Context: an optimization exercise on an open-source flow, tuned for small area, a short achievable clock period and few clock cycles per item. The choices shown serve that exercise and are no tape-out recipe.
At most, simulation tests tie the RTL to the original design; equivalence was not proved.
Power and IR drop assume default switching activity.

==> flow/design.v (excerpt) <==
module restoringDividerFinal (
    input  logic        clk,
    input  logic        rst,
    input  logic        start,
    input  logic        toggle,
    input  logic        push,
    input  logic [15:0] user_input,
    output logic        valid,
    output logic [6:0]  seg,
    output logic [7:0]  an,
    output logic [15:0] quotient,
    output logic [15:0] remainder
);
For scale: ~1,000 cells after synthesis, about 69 I/O pins, ~7200 um^2 of cells after synthesis.
==> flow/config.mk <==
export PLATFORM = sky130hd
export DESIGN_NAME = restoringDividerFinal
export DESIGN_NICKNAME = restoringDividerFinal
export VERILOG_FILES = /design/flow/design.v
export SDC_FILE = /design/flow/constraint.sdc
export NUM_CORES = 4
export LEC_CHECK = 0
export ABC_AREA = 1
export CAP_MARGIN = 20
export CORE_MARGIN = 2
export CORE_UTILIZATION = 60
export CTS_BUF_LIST = sky130_fd_sc_hd__clkbuf_4 sky130_fd_sc_hd__clkbuf_8
export CTS_CLUSTER_DIAMETER = 100
export CTS_CLUSTER_SIZE = 30
export SETUP_SLACK_MARGIN = 1.9
export SLEW_MARGIN = 20
==> flow/constraint.sdc <==
create_clock -name core_clock -period 4.0 [get_ports {clk}]
set_input_delay 0.8000 -clock core_clock [delete_from_list [all_inputs] [get_ports {clk}]]
set_output_delay 0.8000 -clock core_clock [all_outputs]
set_load 0.01 [all_outputs]
standard.sh (not shown) runs the stock make flow with config.mk's settings and CLKGATE_MAP_FILE= SYNTH_SCRIPT=/design/flow/synth_recipe.tcl, a recipe that flattens the netlist after the stock synthesis.
==> flow/flow/run.sh <==
#!/bin/bash
# The standard ORFS flow (standard.sh) with two changes:
#  - synthesis does not extract full/half adder cells (ABC maps that logic)
#  - port buffers are buf_1 cells (the resizer upsizes those that timing needs)
# make's full output goes to flow.log; ORFS keeps each step's log under orfs/logs.
bash standard.sh ADDER_MAP_FILE= "BUFFER_PORTS_ARGS=-buffer_cell sky130_fd_sc_hd__buf_1" finish > flow.log 2>&1
Testbench counts at the start, summed over its fixed seeds: cycles 12,627, items 2,400.
Edit:
--- a/flow/config.mk
+++ b/flow/config.mk
@@ -11,6 +11,4 @@
 export CORE_UTILIZATION = 60
 export CTS_BUF_LIST = sky130_fd_sc_hd__clkbuf_4 sky130_fd_sc_hd__clkbuf_8
-export CTS_CLUSTER_DIAMETER = 100
-export CTS_CLUSTER_SIZE = 30
 export SETUP_SLACK_MARGIN = 1.9
 export SLEW_MARGIN = 20
The new run finished clean.
Hold slack does not change.
Total power is unchanged.
Global-route usage does not change.
Design area does not change.
Clock skew does not change.
Sequential cell count is unchanged.
Worst setup slack stays the same.
Critical path depth is unchanged.
Sequential power is about the same.

---

== oak ==
restoringDividerFinal, a different RTL version from the one above (not shown whole).
Size: ~130 flip-flops, about 0.0072 mm^2 of cells after synthesis.
clock: 4.0 ns
lec_check: 0
cap_margin: 20
core_margin: 2
core_utilization: 60
cts_buf_list: sky130_fd_sc_hd__clkbuf_8
setup_slack_margin: 2.2
slew_margin: 20
run.sh (not shown) runs the stock make flow with config.mk's settings and CLKGATE_MAP_FILE= SYNTH_SCRIPT=/design/flow/synth_recipe.tcl, a recipe that flattens the netlist after the stock synthesis.
Stock flow here: none of the scripts above is used.
oak ran to completion and came out clean on the timing, design-rule and antenna checks.
Relative to oak, the following input files were edited for pine:
# oak
export LEC_CHECK = 0
export CAP_MARGIN = 20
export CORE_MARGIN = 2
export CORE_UTILIZATION = 60
export CTS_BUF_LIST = sky130_fd_sc_hd__clkbuf_8
export SETUP_SLACK_MARGIN = 2.2
export SLEW_MARGIN = 20
create_clock -name core_clock -period 4.0 [get_ports {clk}]
# pine
export LEC_CHECK = 0
export CAP_MARGIN = 20
export CORE_MARGIN = 2
export CORE_UTILIZATION = 60
export SETUP_SLACK_MARGIN = 2.2
export SLEW_MARGIN = 20
create_clock -name core_clock -period 4.0 [get_ports {clk}]
Findings:
- Diff oak -> pine: clock network power share saw an increase; clock-buffer cell count saw an increase; count of placed standard cells in the final layout, fillers left out saw a decrease; share of the cycle needed by the critical path after routing saw an increase.
- Wire length of the first global-routing pass: oak vs pine, no meaningful difference
- Net switching share of the total power, pine and oak: larger value in oak
- In terms of average vias per placed instance, pine and oak differ only marginally.
- Compared with oak, in pine area inside the core boundary ~0 delta, part of the total power dissipated in combinational logic -2.7 points.
No functional check of the RTL was part of any run of this note.

---

Setup of JK:
Another version of the RTL of restoringDividerFinal (not shown whole).
Size in the first run: about 1100 cells after synthesis, roughly 130 flip-flops, about 69 I/O pins, about 7500 um^2 of cells after synthesis.
Settings: LEC_CHECK=0, ABC_AREA=1, CAP_MARGIN=20, CORE_MARGIN=2, CORE_UTILIZATION=66, CTS_BUF_LIST=sky130_fd_sc_hd__clkbuf_4 sky130_fd_sc_hd__clkbuf_8, SETUP_SLACK_MARGIN=1.9, SLEW_MARGIN=20; clock period 4.0 ns.
standard.sh (not shown) runs the stock make flow with config.mk's settings and CLKGATE_MAP_FILE= SYNTH_SCRIPT=/design/flow/synth_recipe.tcl, a recipe that flattens the netlist after the stock synthesis.
Scripts as last shown in full above: flow/flow/run.sh
JK: flow completed, timing, DRC and antenna clean
Testbench counts of JK, summed over its fixed seeds: cycles 12,201, items 2,400.
### JK -> MS
- SETUP_SLACK_MARGIN now 1.85, was 1.9
- CORE_UTILIZATION now 60, was 66
Notes after the runs:
Compared with JK, MS shows wire length of the first global-routing pass that has gone up slightly.
Last weighted congestion value of the routability-driven placer ended up about 4.6% higher on MS than on JK.
On setup slack of the worst register-to-register path: between JK and MS, it ends up lower for MS.
JK was larger in final cell area than MS.
pa[1] as the worst setup path startpoint was reported by MS, and valid by JK.
Compared to JK, the routing of MS uses more wire.
Taking JK as the reference, in MS count of buffers added by post-CTS timing repair for setup now sits lower; achievable frequency rose by 1.0%; met3 demand-to-capacity share in global routing went down 1.8 points; worst setup margin has increased.
diff inputs: MS => AL
- swapping 1.85 for 1.9 in SETUP_SLACK_MARGIN
--- outcome ---
- Relative to MS, number of signal-net buffers in the layout has gone up in AL.
- Sort AL and MS by leakage power figure, ascending, and MS comes first.
- met1 routing resource usage after global routing in AL is 1.4 points higher than in MS
- Power share of the clock group, AL and MS: lower on AL
- Measured against each other, AL and MS differ in power density over the cells, the lower figure coming from MS.
Input changes introduced in TR (baseline for comparison: AL):
- GPL_TIMING_DRIVEN now 0, previously not set
--- outcome ---
On area used by multi-input combinational logic: between TR and AL, it ends up higher for AL.
Post-layout total power down about 1.1% in TR wrt AL
Summary of TR over AL: first-iteration DRC count -294, routing usage on met1 lost 1.6 points.
The worst slack after detailed placement reported for TR is smaller than that of AL by 0.041 ns.
Met1 layer wirelength in the final routing in TR vs AL: down about 2.2%
The total net switching power number comes out higher for AL vs TR.
Share of power burned in the clock network, TR and AL: smaller value in TR
Diff AL..TR | synthesized-area fraction occupied by xor and xnor cells | unchanged
Relative to TR, the following input files were edited for PW:
- an added TNS_END_PERCENT of 5
- a deleted GPL_TIMING_DRIVEN that had been 0
Findings:
Re maximum net fanout on the critical path: PW is 6 up on TR.
The growth of design area from synthesis to finish of PW falls short of that of TR by 1.2 points.
Maximum cell stage delay along the critical path across PW and TR: no real change.
Compared with TR, PW instantiates a smaller number of cells.
Comparing the two runs side by side, PW comes out ahead of TR on power.
Cell depth of the worst setup path was higher in PW than in TR.
Summary of the comparison: clock share of power is higher in PW, relative to TR.
Compared with TR, PW shows a share of cell area taken by multi-input logic gates that is 1.1 points higher.
TR → PW: worst setup slack moved down, global router's overall resource usage saw a decrease.

[port drivers added, routing unchanged]
Ports are ideal in the flow. The routed layouts listed here were re-timed in OpenROAD.
Step 1, drivers: a clkbuf_16 drives clk and a buf_2 each remaining input, both assumed.
Step 2, shift: input delay + t, output delay - t, t = (earliest + latest rising clock arrival at the registers) / 2. This alone moves slack from input paths to output paths.
a / b / c = ideal ports / drivers / drivers and shift; a / b = the first two.
run	t, ns	slack for setup (ns)	worst register clock-pin slew, ns
the first run of note 1	0.482	1.929 / 1.893 / 1.634	0.08 / 0.08
the second run of note 1	0.482	1.929 / 1.893 / 1.634	0.08 / 0.08
oak	0.505	1.323 / 1.323 / 1.323	0.09 / 0.09
pine	0.463	1.271 / 1.271 / 1.271	0.06 / 0.06
JK	0.480	1.904 / 1.870 / 1.623	0.08 / 0.08
MS	0.484	1.925 / 1.925 / 1.665	0.09 / 0.09
AL	0.485	1.967 / 1.967 / 1.657	0.09 / 0.09
TR	0.475	1.922 / 1.922 / 1.600	0.08 / 0.08
PW	0.483	1.888 / 1.888 / 1.656	0.09 / 0.09
After both steps setup and hold are still met in every run listed. For TR, which loses most, drivers alone change the setup slack by 0.000 ns; drivers and shift together by -0.322 ns.
